This design comes from an exercise in tuning for small area, a short achievable clock period and few clock cycles per item on the open sky130 flow, not from production work. Function was checked by simulation only, so behaviour that the tests miss may differ from the original.

## flow/design.v (module list and top-level ports; edited modules follow where they fit)
// module PixelSolver: 8195 lines
module PixelSolver (
  input               io_cmd_valid,
  output              io_cmd_ready,
  input      [27:0]   io_cmd_payload_x,
  input      [27:0]   io_cmd_payload_y,
  output              io_rsp_valid,
  input               io_rsp_ready,
  output     [5:0]    io_rsp_payload_iteration,
  input               clk,
  input               reset
);
  // ...
==> flow/flow/run.sh <==
#!/bin/bash
set -euo pipefail
RES="$PWD/orfs/results/sky130hd/PixelSolver/base"
bash standard.sh synth > standard_synth.log 2>&1
cp "$RES/1_2_yosys.v" "$RES/1_2_yosys.std.v"
python3 flow/polarity.py "$RES/1_2_yosys.std.v" "$RES/1_2_yosys.pol.v" > polarity.log 2>&1
sleep 1
cp "$RES/1_2_yosys.pol.v" "$RES/1_2_yosys.v"
touch "$RES/1_2_yosys.v"
bash standard.sh SETUP_SLACK_MARGIN=7 finish > standard_flow.log 2>&1
==> flow/flow/polarity.py <==
#!/usr/bin/env python3
"""Remove inverters around full adders in a Yosys gate netlist.

A full adder is self-dual: FA(~a, ~b, ~c) = ~FA(a, b, c) for both SUM and
COUT. Every sky130 fa cell may therefore be "flipped": its inputs are fed
the complements and its outputs then carry the complements. This script
collapses the netlist's inverters into (signal, phase) pairs, picks a flip
for every full adder that needs the fewest inverters (greedy passes), and
writes the netlist back with one inverter per signal that is still needed
in the opposite phase. The logic function of every register input and
output port is unchanged; no register is touched.

usage: polarity.py in.v out.v
"""
import re
import sys

OUTPINS = {'X', 'Y', 'Q', 'Q_N', 'SUM', 'COUT', 'HI', 'LO'}
INV_RE = re.compile(r'sky130_fd_sc_hd__(inv|clkinv)_\d+$')
FA_RE = re.compile(r'sky130_fd_sc_hd__fa_\d+$')
SWAP = {'sky130_fd_sc_hd__and2_1': ('sky130_fd_sc_hd__nand2_1', 2.5),
        'sky130_fd_sc_hd__or2_1': ('sky130_fd_sc_hd__nor2_1', 2.5),
        'sky130_fd_sc_hd__xor2_1': ('sky130_fd_sc_hd__xnor2_1', 0.0),
        'sky130_fd_sc_hd__xnor2_1': ('sky130_fd_sc_hd__xor2_1', 0.0),
        'sky130_fd_sc_hd__nand2_1': ('sky130_fd_sc_hd__and2_1', -2.5),
        'sky130_fd_sc_hd__nor2_1': ('sky130_fd_sc_hd__or2_1', -2.5)}
INV_AREA = 3.75

src = open(sys.argv[1]).read()
m = re.search(r'\bmodule\s+(\w+)\s*\((.*?)\);', src, re.S)
mod_start = m.end()
end_idx = src.rindex('endmodule')
body = src[mod_start:end_idx]

# ports
ports = set()
for d in re.finditer(r'^\s*(input|output|inout)\s+(\[[^\]]*\]\s*)?([^;]+);', body, re.M):
    for n in d.group(3).split(','):
        ports.add(n.strip())


def net_is_port(n):
    base = n.split('[')[0].strip().lstrip('\\').strip()
    return base in ports or n.strip() in ports


cell_re = re.compile(r'(\(\*[^*]*\*\)\s*)?(sky130_fd_sc_hd__\w+)\s+(\S+)\s*\((.*?)\);', re.S)
pin_re = re.compile(r'\.(\w+)\(\s*(.*?)\s*\)\s*(?:,|$)', re.S)

cells = []   # dict(type, name, pins{pin:net}, span)
for cm in cell_re.finditer(body):
    pins = {}
    for pm in pin_re.finditer(cm.group(4)):
        pins[pm.group(1)] = pm.group(2).strip()
    cells.append({'type': cm.group(2), 'name': cm.group(3), 'pins': pins,
                  'span': (cm.start(), cm.end())})


def norm(n):
    return n.strip()


def is_const(n):
    return re.fullmatch(r"1'[bh][01]", n) is not None


driver = {}
for i, c in enumerate(cells):
    for p, n in c['pins'].items():
        if p in OUTPINS:
            driver[norm(n)] = (i, p)

# collapsible inverters: output not a port
collapse = set()
for i, c in enumerate(cells):
    if INV_RE.match(c['type']) and not net_is_port(c['pins']['Y']):
        collapse.add(i)

memo = {}


def base_of(n):
    n = norm(n)
    if n in memo:
        return memo[n]
    d = driver.get(n)
    if d is not None and d[0] in collapse:
        b, p = base_of(cells[d[0]]['pins']['A'])
        r = (b, p ^ 1)
    else:
        r = (n, 0)
    memo[n] = r
    return r


fa = [i for i, c in enumerate(cells) if FA_RE.match(c['type'])]
fa_idx = {i: k for k, i in enumerate(fa)}
flip = [0] * len(fa)

# loads: (cell index, pin, base, parity)
loads = []
loads_of_base = {}
for i, c in enumerate(cells):
    if i in collapse:
        continue
    for p, n in c['pins'].items():
        if p in OUTPINS or is_const(n):
            continue
        b, par = base_of(n)
        k = len(loads)
        loads.append((i, p, b, par))
        loads_of_base.setdefault(b, []).append(k)
# port nets driven through collapsed inverters: the port itself is a load
# (only if a port net is driven by a collapsible inverter, which we excluded)

fa_out_bases = {}
for k, i in enumerate(fa):
    outs = []
    for p in ('SUM', 'COUT'):
        n = cells[i]['pins'].get(p)
        if n is not None:
            outs.append(norm(n))
    fa_out_bases[k] = outs
base_driver_fa = {}
for k, outs in fa_out_bases.items():
    for b in outs:
        base_driver_fa[b] = k
def outpin(c):
    return 'X' if 'X' in c['pins'] else 'Y'


sw = [i for i, c in enumerate(cells) if c['type'] in SWAP]
gain = [SWAP[cells[i]['type']][1] for i in sw]
gsw = [1 if g > 0 else 0 for g in gain]
base_driver_sw = {}
for k, i in enumerate(sw):
    base_driver_sw[norm(cells[i]['pins'][outpin(cells[i])])] = k


def produced(b):
    if b in base_driver_fa:
        return flip[base_driver_fa[b]]
    if b in base_driver_sw:
        return gsw[base_driver_sw[b]]
    return 0


def need(b):
    """does base b need an inverter under the current flips?"""
    prod = produced(b)
    for k in loads_of_base.get(b, ()):
        i, p, _, par = loads[k]
        f = flip[fa_idx[i]] if i in fa_idx else 0
        if par ^ f ^ prod:
            return True
    return False


def touched(k):
    i = fa[k]
    s = set(fa_out_bases[k])
    for p, n in cells[i]['pins'].items():
        if p not in OUTPINS and not is_const(n):
            s.add(base_of(n)[0])
    return s


def cost_all():
    return sum(1 for b in loads_of_base if need(b)) * INV_AREA - sum(g for g, s in zip(gain, gsw) if s)


before = cost_all()
for it in range(20):
    changed = 0
    for k in range(len(fa)):
        t = touched(k)
        c0 = sum(need(b) for b in t)
        flip[k] ^= 1
        c1 = sum(need(b) for b in t)
        if c1 < c0:
            changed += 1
        else:
            flip[k] ^= 1
    for k in range(len(sw)):
        b = norm(cells[sw[k]]['pins'][outpin(cells[sw[k]])])
        c0 = need(b) * INV_AREA - gsw[k] * gain[k]
        gsw[k] ^= 1
        c1 = need(b) * INV_AREA - gsw[k] * gain[k]
        if c1 < c0:
            changed += 1
        else:
            gsw[k] ^= 1
    if not changed:
        break
after = cost_all()
orig_inv = len(collapse)
print('inverters: %d collapsible in netlist; cost (um2) before %.0f, after %.0f; %d adders flipped, %d gates swapped for their complement'
      % (orig_inv, before, after, sum(flip), sum(gsw)), file=sys.stderr)

# rebuild
newinv = {}
extra_decl = []
extra_cells = []


def inv_net(b):
    if b not in newinv:
        nm = 'polinv_%d' % len(newinv)
        newinv[b] = nm
        extra_decl.append('  wire %s;' % nm)
        extra_cells.append('  sky130_fd_sc_hd__inv_1 %s_c (\n    .A(%s ),\n    .Y(%s )\n  );' % (nm, b, nm))
    return newinv[b]


newpins = {}
for k_, (i, p, b, par) in enumerate(loads):
    prod = produced(b)
    f = flip[fa_idx[i]] if i in fa_idx else 0
    r = par ^ f ^ prod
    newpins.setdefault(i, {})[p] = inv_net(b) if r else b
# constants on flipped adders
for k, i in enumerate(fa):
    if flip[k]:
        for p, n in cells[i]['pins'].items():
            if p not in OUTPINS and is_const(n):
                newpins.setdefault(i, {})[p] = "1'h1" if n.endswith('0') else "1'h0"

sw_idx = {i: k for k, i in enumerate(sw)}
out = []
pos = 0
for i, c in enumerate(cells):
    s, e = c['span']
    out.append(body[pos:s])
    pos = e
    if i in collapse:
        continue
    pins = dict(c['pins'])
    pins.update(newpins.get(i, {}))
    typ = c['type']
    if i in sw_idx and gsw[sw_idx[i]]:
        typ = SWAP[typ][0]
        o = outpin(c)
        pins = {(('Y' if o == 'X' else 'X') if p == o else p): n for p, n in pins.items()}
    txt = '%s %s (\n%s\n  );' % (typ, c['name'],
                                 ',\n'.join('    .%s(%s )' % (p, n) for p, n in pins.items()))
    out.append(txt)
out.append(body[pos:])
newbody = ''.join(out)
# declarations first, then cells
newsrc = src[:mod_start] + '\n' + '\n'.join(extra_decl) + newbody + '\n'.join(extra_cells) + '\n' + src[end_idx:]
open(sys.argv[2], 'w').write(newsrc)
==> flow/standard.sh <==
#!/bin/bash
# synth_recipe.tcl (not shown) runs the flow's synth.tcl, then flattens the netlist and writes it again
# the make line also repeats each setting of config.mk as NAME=value (left out here)
make -C /OpenROAD-flow-scripts/flow DESIGN_CONFIG=/design/flow/config.mk WORK_HOME=/design/flow/orfs CLKGATE_MAP_FILE= SYNTH_SCRIPT=/design/flow/synth_recipe.tcl "${@:-finish}"
==> flow/config.mk <==
export PLATFORM = sky130hd
export DESIGN_NAME = PixelSolver
export DESIGN_NICKNAME = PixelSolver
export VERILOG_FILES = /design/flow/design.v
export SDC_FILE = /design/flow/constraint.sdc
export NUM_CORES = 4
export LEC_CHECK = 0
export CAP_MARGIN = 20
export CORE_MARGIN = 2
export CORE_UTILIZATION = 40
export SLEW_MARGIN = 20
==> flow/constraint.sdc <==
create_clock -name core_clock -period 12.0 [get_ports {clk}]
set_input_delay 2.4000 -clock core_clock [delete_from_list [all_inputs] [get_ports {clk}]]
set_output_delay 2.4000 -clock core_clock [all_outputs]
set_load 0.01 [all_outputs]
==> flow_summary_export.csv, run 1 <==
group,metric,value,unit
run_status,status,"complete, no violations",
timing,setup_slack,7.12,ns
critical_path,startpoint_type,"register",
timing,relSlewSlack,31.3,%
finish,diodes,2,
critical_path,crit_start,"y[15]$_DFF_P_",
floorplan,fp.coreArea,170000,sq um
synth,yosys_warnings,1,
finish,final_common_cell,"fa_1",
floorplan,fp-row-count,151,
floorplan,dieArea,174000,sq um
timing,timing.final.crit_period,4.88,ns
global_route,groute.usage.overall,23.7,%
finish,buf_share,2.55,%
cts,cts_setup_buffers,2,
finish,layout-drive-gt1-share,7.29,%
finish,final_area,74500,sq um
routing,drt_iter0_markers,3928,
routing,viasPerCell,5.59,
placed_design,gp_congestion,0.905,
global_route,grtUsageMet2,39.0,%
critical_path,required,12.60,ns
routing,ant_nets,0,
finish,seq_area,15800,sq um
finish,dominant-cell-class,"multi-input gates",
finish,syn_to_final_growth,8.77,%
timing,worstMarginPinSlew,1.01,ns
finish,instances_no_fill,8504,
critical_path,worstReg2RegEnd,"pm2[33]$_DFF_P_",
global_route,grt_max_degree,96,
cts,cts_buffer_depth,3,
synth,netlist_instances,6368,
finish,nNetsFinal,7944,
min_path,min_from,"v1$_DFF_PP0_",
timing,whs,0.350,ns
routing,met3_length,14.9,mm
cts,cts_max_level,3,
critical_path,crit_buf_inv,3,
Testbench counts, summed over its fixed seeds: cycles 13,606, pixels 2,048.
==> run 2, diff against run 1 <==
--- a/flow/config.mk
+++ b/flow/config.mk
@@ -7,5 +7,5 @@
 export LEC_CHECK = 0
 export CAP_MARGIN = 20
 export CORE_MARGIN = 2
-export CORE_UTILIZATION = 40
+export CORE_UTILIZATION = 55
 export SLEW_MARGIN = 20
==> run 2 against run 1 <==
  * Critical endpoint is now pm2[31]$_DFF_P_
  * Synthesized cell count unchanged
  * Wire length up 1.3%
  * Via count grew 0.44%
==> flow_summary_export.csv, run 2 <==
group,metric,value,unit
finish,nNetsFinal,7937,
cts,cts_buffer_depth,3,
cts,holdBufCountCts,0,
routing,wl_per_cell,26.0,um
floorplan,fp-row-count,129,
timing,fin_skew,0.0368,ns
critical_path,critPathCapture,"pm2[31]$_DFF_P_",
cts,cts-root-buf,"clkbuf_16",
timing,drv_slew,0,
timing,fin_setup_tns,0,ns
finish,largest_register_ffs,96,
global_route,first_global_vias,50800,
finish,syn_to_final_growth,7.89,%
finish,layout-drive-gt1-share,7.45,%
critical_path,endpoint_kind,"register",
routing,vias,47700,
routing,ant_nets,0,
critical_path,critPathKind,"reg -> reg",
timing,timing.final.crit_period,4.90,ns
finish,nFillCells,10500,
critical_path,reg2reg_from,"y[7]$_DFF_P_",
floorplan,initial_core_util,55.4,%
cts,cts.sinks,702,
finish,final_common_cell,"fa_1",
cts,clk_pin_slew,0.06,ns
timing,whs,0.346,ns
run,maxCapViolCount,0,
timing,worstMarginPinSlew,1.14,ns
timing,relSlewSlack,23.9,%
timing,finalCritPeriodShare,40.8,%
floorplan,fp.coreArea,124000,sq um
routing,route.detailed.drc,0,
global_route,grt_pass1_wl,314,mm
finish,top_register,"rb",
routing,firstDrtPassIters,8,
routing,viasPerCell,6.03,
critical_path,arrival,5.48,ns
critical_path,ff2ff_setup_slack,7.10,ns
min_path,hold_path_class,"reg -> reg",
finish,reg_top3,"rb x96, pm1 x47",
floorplan,die_width,357,um
synth,netlist_instances,6368,
finish,mostFrequentLayoutCells,"fa_1 (1173), nand2_1 (688), inv_1 (632)",
synth,synthesis.area,68500,sq um
critical_path,startpoint_type,"register",
synth,synth_nets,8092,
global_route,antenna_found_initial,4,
placed_design,dpl.hpwl,145,mm
timing,setup_viol,0,
synth,post_synth.cell_area_avg,10.8,sq um
critical_path,crit_start,"y[7]$_DFF_P_",
critical_path,reg2reg_depth,14,
run_status,status,"complete, no violations",
placed_design,numPortBuffers,67,
floorplan,dieArea,127000,sq um
critical_path,worstReg2RegEnd,"pm2[31]$_DFF_P_",
timing,setup_slack,7.10,ns
cts,cts_buffers,83,
routing,drt_iter0_markers,4086,
global_route,groute.usage.overall,33.0,%
placed_design,gp_congestion,0.909,
floorplan,die_y,357,um
cts,cts_max_level,3,
timing,hold_viol_final,0,
timing,rsz0062_at_grt,"yes",
timing,timing.fmax,0.204,GHz
global_route,grt_max_degree,91,
critical_path,required,12.58,ns
placed_design,dp_slack,6.22,ns
critical_path,cp_max_fo,34,
routing,wl,206,mm
cts,worstSkewPairLatency,0.70,ns
synth,yosys_warnings,1,
floorplan,ios,68,
global_route,grt-ovfl-total,0,
cts,tritoncts,"done",
## run 2: how the worst min path moves through the flow
stage	startpoint	end	cells after the start
finish	v1$_DFF_PP0_	v2$_DFF_PP0_	0
global route	v1$_DFF_PP0_	v2$_DFF_PP0_	0
CTS	v1$_DFF_PP0_	v2$_DFF_PP0_	0
floorplan	v1$_DFF_PP0_	v2$_DFF_PP0_	0
detailed placement	v1$_DFF_PP0_	v2$_DFF_PP0_	0
global placement	v1$_DFF_PP0_	v2$_DFF_PP0_	0
## run 2: final cells by class
type | instances | area, sq um | share of cell area (%)
Clock inverter | 38 | 478 | 0.647
Antenna cell | 2 | 5.00 | 0.00678
Sequential cell | 702 | 15900 | 21.5
Timing Repair inverter | 1 | 7.51 | 0.0102
Timing Repair Buffer | 195 | 1840 | 2.49
Multi-Input combinational cell | 4595 | 48800 | 66.1
Inverter | 635 | 2390 | 3.24
Tap cell | 1637 | 2050 | 2.77
Clock buffer | 115 | 2390 | 3.24
## run 2: layer usage
| metal | track usage, % | up-vias | wire (um) |
|---|---|---|---|
| met5 | 0 | - | 11 |
| met4 | 12.3 | 2 | 7930 |
| met3 | 5.54 | 416 | 16300 |
| met2 | 53.4 | 2021 | 96800 |
| met1 | 44.9 | 24700 | 85100 |
| li1 | - | 20600 | - |
## run 2: timing repair
| action | in CTS | in global routing |
|---|---|---|
| pin swaps | 3 | 3 |
| endpoints found under the hold margin | 0 | 0 |
| endpoints found under the setup margin | 222 | 204 |
| cloned | 4 | 2 |
| buffers inserted | 4 | 10 |
| gates resized for setup | 32 | 30 |
## run 2: metrics by stage
stage,area [sq um],instances,util [%]
4_1_cts,73600,7906,59.5
3_3_place_gp,70500,7745,57.0
3_5_place_dp,70500,7745,57.0
2_1_floorplan,68500,6368,-
5_1_grt,73900,7918,59.7
6_report,73900,7920,59.7
## run 2: worst max-delay path, cell delays in order (launching register included)
cell	delay, ns
dfxtp_2	0.33
buf_6	0.29
buf_12	0.33
nor2_1	0.12
a21oi_2	0.14
buf_6	0.30
o22ai_1	0.16
xnor2_1	0.18
fa_1	0.43
fa_1	0.48
fa_1	0.55
fa_1	0.41
fa_1	0.45
fa_1	0.52
inv_1	0.04
==> run 3, diff against run 2 <==
--- a/flow/flow/run.sh
+++ b/flow/flow/run.sh
@@ -7,4 +7,4 @@
 sleep 1
 cp "$RES/1_2_yosys.pol.v" "$RES/1_2_yosys.v"
 touch "$RES/1_2_yosys.v"
-bash standard.sh SETUP_SLACK_MARGIN=7 finish > standard_flow.log 2>&1
+bash standard.sh SETUP_SLACK_MARGIN=7.5 finish > standard_flow.log 2>&1
--- a/flow/config.mk
+++ b/flow/config.mk
@@ -7,5 +7,5 @@
 export LEC_CHECK = 0
 export CAP_MARGIN = 20
 export CORE_MARGIN = 2
-export CORE_UTILIZATION = 55
+export CORE_UTILIZATION = 40
 export SLEW_MARGIN = 20
==> run 3 against run 2 <==
  * Still clean
  * Non-clock buffer count is 136 higher
  * Synthesized area stayed put
==> flow_summary_export.csv, run 3 <==
group,metric,value,unit
run_status,status,"complete, no violations",
timing,setup_slack,7.52,ns
synth,netlist_instances,6368,
floorplan,die_width,418,um
finish,seq_area,15900,sq um
floorplan,dieArea,174000,sq um
cts,cts.sinks,702,
critical_path,required,12.59,ns
routing,route.detailed.drc,0,
timing,timing.fmax,0.223,GHz
routing,wl,212,mm
finish,largest_register_ffs,96,
critical_path,worstReg2RegEnd,"pm2[34]$_DFF_P_",
critical_path,arrival,5.07,ns
finish,mostFrequentLayoutCells,"fa_1 (1161), nand2_1 (688), inv_1 (628)",
critical_path,endpoint_kind,"register",
finish,nNetsFinal,8070,
global_route,first_global_vias,52400,
global_route,antenna_found_initial,4,
timing,setup_viol,0,
timing,timing.final.crit_period,4.48,ns
placed_design,gp_congestion,0.897,
synth,post_synth.cell_area_avg,10.8,sq um
min_path,hold_path_class,"reg -> reg",
placed_design,dpl.hpwl,145,mm
timing,finalCritPeriodShare,37.4,%
floorplan,die_y,418,um
placed_design,dp_slack,6.27,ns
cts,clk_pin_slew,0.06,ns
min_path,holdPathStages,0,
routing,wl_per_cell,24.6,um
routing,drt_iter0_markers,4005,
critical_path,critPathKind,"reg -> reg",
timing,drv_slew,0,
timing,fin_setup_tns,0,ns
finish,layout-drive-gt1-share,11.0,%
floorplan,fp.coreArea,170000,sq um
global_route,grt-ovfl-total,0,
timing,hold_viol_final,0,
floorplan,fp-row-count,151,
critical_path,reg2reg_from,"y[18]$_DFF_P_",
floorplan,initial_core_util,40.4,%
synth,synthesis.area,68500,sq um
cts,cts_buffer_depth,3,
timing,relSlewSlack,30.9,%
cts,cts-root-buf,"clkbuf_16",
critical_path,startpoint_type,"register",
min_path,min_from,"v1$_DFF_PP0_",
critical_path,ff2ff_setup_slack,7.52,ns
routing,viasPerCell,5.64,
finish,top_register,"rb",
global_route,grt_max_degree,70,
finish,nFillCells,15600,
synth,yosys_warnings,1,
routing,firstDrtPassIters,6,
critical_path,cp_max_fo,31,
finish,reg_top3,"rb x96, pm1 x47",
placed_design,numPortBuffers,67,
timing,worstMarginPinSlew,1.04,ns
routing,ant_nets,0,
critical_path,reg2reg_depth,12,
timing,fin_skew,0.0230,ns
cts,worstSkewPairLatency,0.70,ns
finish,multi_input_area,49400,sq um
finish,final_common_cell,"fa_1",
floorplan,ios,68,
global_route,groute.usage.overall,24.4,%
synth,synth_nets,8092,
global_route,grt_pass1_wl,322,mm
run,maxCapViolCount,0,
cts,tritoncts,"done",
cts,cts_max_level,3,
routing,vias,48700,
cts,cts_buffers,82,
min_path,min_to,"v2$_DFF_PP0_",
timing,rsz0062_at_grt,"yes",
finish,syn_to_final_growth,12.4,%
## run 3: changes by cell type in the layout (fill, tap and decap cells not counted), sizes merged, moves of 2 or more
cell | before | now
clkinvlp | 6 | 1
buf | 126 | 241
bufinv | 7 | 5
clkbuf | 117 | 130
bufbuf | 0 | 9
inv | 640 | 644
## run 3: timing repair
item                       4_1_cts  5_1_grt
hold buffers                     0        0
cloned                          14        9
pin swaps                       17       78
setup endpoints to repair      269      162
setup buffers                   47       71
gates resized for setup        148      165
## run 3: stage by stage
| stage | hold WS [ns] | utilization [%] | area (sq um) | std cells |
|---|---|---|---|---|
| 2_1_floorplan | 0.331 | - | 68500 | 6368 |
| 3_3_place_gp | 0.332 | 42.0 | 71300 | 8339 |
| 3_5_place_dp | 0.337 | 42.0 | 71300 | 8339 |
| 4_1_cts | 0.355 | 44.5 | 75500 | 8552 |
| 5_1_grt | 0.361 | 45.4 | 77000 | 8632 |
| 6_report | 0.352 | 45.4 | 77000 | 8633 |
## run 3: routing by layer
| layer | share of wire (%) | vias up | track usage, % | wire length, um |
|---|---|---|---|---|
| met5 | 0 | - | 0 | 0 |
| met4 | 4.1 | 0 | 9.34 | 8710 |
| met3 | 8.6 | 469 | 4.74 | 18200 |
| met2 | 47 | 2142 | 39.9 | 100000 |
| met1 | 40 | 25200 | 31.9 | 85000 |
| li1 | - | 20900 | - | - |
## run 3: cell type report
| type | instances | area share [%] |
|---|---|---|
| Sequential cell | 702 | 20.6 |
| Inverter | 635 | 3.10 |
| Timing Repair Buffer | 331 | 4.82 |
| Clock buffer | 116 | 3.05 |
| Antenna cell | 1 | 0.00325 |
| Multi-Input combinational cell | 4594 | 64.2 |
| Clock inverter | 36 | 0.541 |
| Tap cell | 2218 | 3.60 |
## run 3: worst max path at each step
stage	start	to	slack [ns]	cells past startpoint
after detailed placement	y[15]$_DFF_P_	pm2[34]$_DFF_P_	6.27	11
after CTS	y[9]$_DFF_P_	pm2[34]$_DFF_P_	7.46	12
after global placement	y[15]$_DFF_P_	pm2[34]$_DFF_P_	6.40	11
after floorplan	y[4]$_DFF_P_	pm2[29]$_DFF_P_	7.52	13
final	y[18]$_DFF_P_	pm2[34]$_DFF_P_	7.52	12
after global routing	py2[4]$_DFF_P_	xb[21]$_DFF_P_	7.38	21
## run 3: critical path: stages, from the launching register on
cell      delay (ns)
dfxtp_1         0.33
clkbuf_8        0.31
ha_1            0.30
inv_1           0.07
clkbuf_8        0.34
o22ai_1         0.16
xnor2_1         0.19
fa_1            0.59
fa_1            0.49
fa_1            0.54
fa_1            0.44
fa_1            0.52
inv_1           0.04
==> run 4, diff against run 3 <==
--- a/flow/flow/run.sh
+++ b/flow/flow/run.sh
@@ -7,4 +7,4 @@
 sleep 1
 cp "$RES/1_2_yosys.pol.v" "$RES/1_2_yosys.v"
 touch "$RES/1_2_yosys.v"
-bash standard.sh SETUP_SLACK_MARGIN=7.5 finish > standard_flow.log 2>&1
+bash standard.sh SETUP_SLACK_MARGIN=8 finish > standard_flow.log 2>&1
==> run 4 against run 3 <==
  * Clock-buffer cell count is 3 lower
  * Still clean
  * Synthesized area stayed put
  * Setup slack better by 0.060 ns
==> flow_summary_export.csv, run 4 <==
group,metric,value,unit
run_status,status,"complete, no violations",
critical_path,required,12.57,ns
finish,final_common_cell,"fa_1",
finish,nFillCells,14700,
routing,wl_per_cell,26.1,um
global_route,antenna_found_initial,6,
critical_path,reg2reg_depth,15,
synth,netlist_instances,6368,
floorplan,fp-row-count,151,
finish,reg_top3,"rb x96, pm1 x47",
timing,fin_skew,0.0509,ns
cts,cts_buffer_depth,3,
critical_path,startpoint_type,"register",
finish,layout-drive-gt1-share,21.3,%
global_route,grt_pass1_wl,345,mm
min_path,min_from,"v1$_DFF_PP0_",
global_route,grt-ovfl-total,0,
routing,firstDrtPassIters,7,
floorplan,initial_core_util,40.4,%
floorplan,ios,68,
floorplan,die_width,418,um
critical_path,reg2reg_from,"py1[27]$_DFF_P_",
cts,cts.sinks,702,
finish,largest_register_ffs,96,
finish,mostFrequentLayoutCells,"fa_1 (1028), nand2_1 (668), inv_1 (593)",
timing,relSlewSlack,32.8,%
synth,yosys_warnings,1,
placed_design,gp_congestion,0.890,
timing,fin_setup_tns,0,ns
floorplan,dieArea,174000,sq um
floorplan,fp.coreArea,170000,sq um
routing,ant_nets,0,
run,maxCapViolCount,0,
routing,viasPerCell,5.77,
routing,drt_iter0_markers,4885,
synth,post_synth.cell_area_avg,10.8,sq um
placed_design,post-place-cells,8335,
finish,instances_no_fill,8898,
min_path,holdPathStages,0,
critical_path,worstReg2RegEnd,"xb[21]$_DFF_P_",
placed_design,dpl.hpwl,145,mm
timing,setup_viol,0,
timing,worstMarginPinSlew,0.992,ns
routing,route.detailed.drc,0,
critical_path,ff2ff_setup_slack,7.58,ns
finish,syn_to_final_growth,22.5,%
placed_design,numPortBuffers,67,
finish,top_register,"rb",
cts,cts-root-buf,"clkbuf_16",
timing,timing.final.crit_period,4.42,ns
global_route,groute.usage.overall,26.3,%
floorplan,die_y,418,um
min_path,hold_path_class,"reg -> reg",
finish,nNetsFinal,8331,
cts,cts_buffers,84,
min_path,min_to,"v2$_DFF_PP0_",
cts,clk_pin_slew,0.06,ns
global_route,first_global_vias,54500,
timing,rsz0062_at_grt,"yes",
critical_path,arrival,5.00,ns
timing,hold_viol_final,0,
timing,timing.fmax,0.226,GHz
cts,holdBufCountCts,0,
routing,vias,51300,
critical_path,critPathKind,"reg -> reg",
timing,finalCritPeriodShare,36.9,%
cts,worstSkewPairLatency,0.72,ns
synth,synth_nets,8092,
critical_path,endpoint_kind,"register",
routing,wl,232,mm
cts,tritoncts,"done",
placed_design,dp_slack,6.48,ns
global_route,grt_max_degree,57,
synth,synthesis.area,68500,sq um
timing,setup_slack,7.58,ns
timing,drv_slew,0,
critical_path,cp_max_fo,5,
cts,cts_max_level,3,
[run 4: changes by cell type in the layout (fill, tap and decap cells not counted), moves of 30 or more]
cell     before   now
buf_12       27    75
buf_4       182   263
buf_6        12    86
dfxtp_1     465   429
fa_1       1161  1028
fa_2         12   145
inv_1       628   593
nor2_1      137   107
nor2_4        1    31
o22ai_1     296   229
o22ai_4       2    40
xnor2_1     377   328
xnor2_2       8    55
[run 4: how the worst max path moves through the flow]
stage                               start               to  slack (ns)  cells past startpoint
after global routing       py2[4]$_DFF_P_   xb[21]$_DFF_P_        7.40                     22
after detailed placement    y[21]$_DFF_P_  pm2[34]$_DFF_P_        6.48                     11
final                     py1[27]$_DFF_P_   xb[21]$_DFF_P_        7.58                     15
after CTS                  pm2[2]$_DFF_P_    y[24]$_DFF_P_        7.55                     16
after floorplan              y[5]$_DFF_P_  pm2[30]$_DFF_P_        7.92                     13
after global placement      y[21]$_DFF_P_  pm2[34]$_DFF_P_        6.56                     11
[run 4: layout make-up]
class,count,area [sq um],share of cell area (%)
inverter,635,2460,2.93
sequential,702,16000,19.1
antenna,3,7.51,0.00895
clock buffer,113,2380,2.84
multi-input combinational,4606,52100,62.1
timing repair buffer,578,7410,8.83
tap,2218,2780,3.31
clock inverter,43,718,0.856
[run 4: repair_timing]
item / in CTS / in global routing
setup buffers: 234 / 97
gates resized for setup: 703 / 389
cloned: 69 / 4
setup endpoints to repair: 328 / 258
pin swaps: 249 / 238
[run 4: metrics by stage]
step / utilization (%) / area (sq um) / hold WS (ns)
6_report: 49.4 / 83900 / 0.349
2_1_floorplan: - / 68900 / 0.331
3_5_place_dp: 42.1 / 71400 / 0.342
3_3_place_gp: 42.1 / 71400 / 0.335
4_1_cts: 47.8 / 81200 / 0.355
5_1_grt: 49.4 / 83900 / 0.363
[run 4: critical path: stages, from the launching register on]
cell and delay [ns]:
dfxtp_1 0.39, inv_1 0.08, fa_1 0.40, fa_1 0.52
fa_1 0.53, ha_1 0.37, nand3_1 0.18, nor2_1 0.08
a21oi_1 0.13, a21bo_2 0.28, a311o_1 0.36, a31o_2 0.29
a21oi_4 0.18, xor2_2 0.09, buf_6 0.14, mux2_2 0.26
[run 4: metal layers]
metal	wire length, um	global-route usage [%]
met4	14800	13.4
met1	89300	33.8
met2	106000	42.2
met3	22000	5.40
met5	40	0

==> what the ideal ports hide <==
The results above use ideal ports. As a check the final layouts listed here were re-extracted and re-timed, cells and wires unchanged.
Step 1 assumes that a clkbuf_16 drives the clock port and a buf_2 every other input.
Step 2, shift: input delay + t, output delay - t, t = (earliest + latest rising clock arrival at the registers) / 2. This alone moves slack from input paths to output paths.
a / b / c = no drivers / after step 1 / after step 2; a / b = the first two.
run | t (ns) | setup WS [ns] | hold slack, ns | slew at the worst register clock pin (ns) | pins driven straight from the clock port
run 1 | 0.754 | 7.122 / 7.122 / 7.122 | 0.350 / 0.350 / 0.350 | 0.07 / 0.07 | 1
run 2 | 0.755 | 7.098 / 7.098 / 7.098 | 0.346 / 0.346 / 0.346 | 0.07 / 0.07 | 1
run 3 | 0.762 | 7.516 / 7.516 / 7.492 | 0.352 / 0.352 / 0.352 | 0.07 / 0.07 | 1
run 4 | 0.768 | 7.576 / 7.576 / 7.454 | 0.349 / 0.349 / 0.349 | 0.07 / 0.07 | 1
After both steps setup and hold are still met in every run listed. For run 4, which loses most, drivers alone change the setup slack by 0.000 ns; drivers and shift together by -0.122 ns.
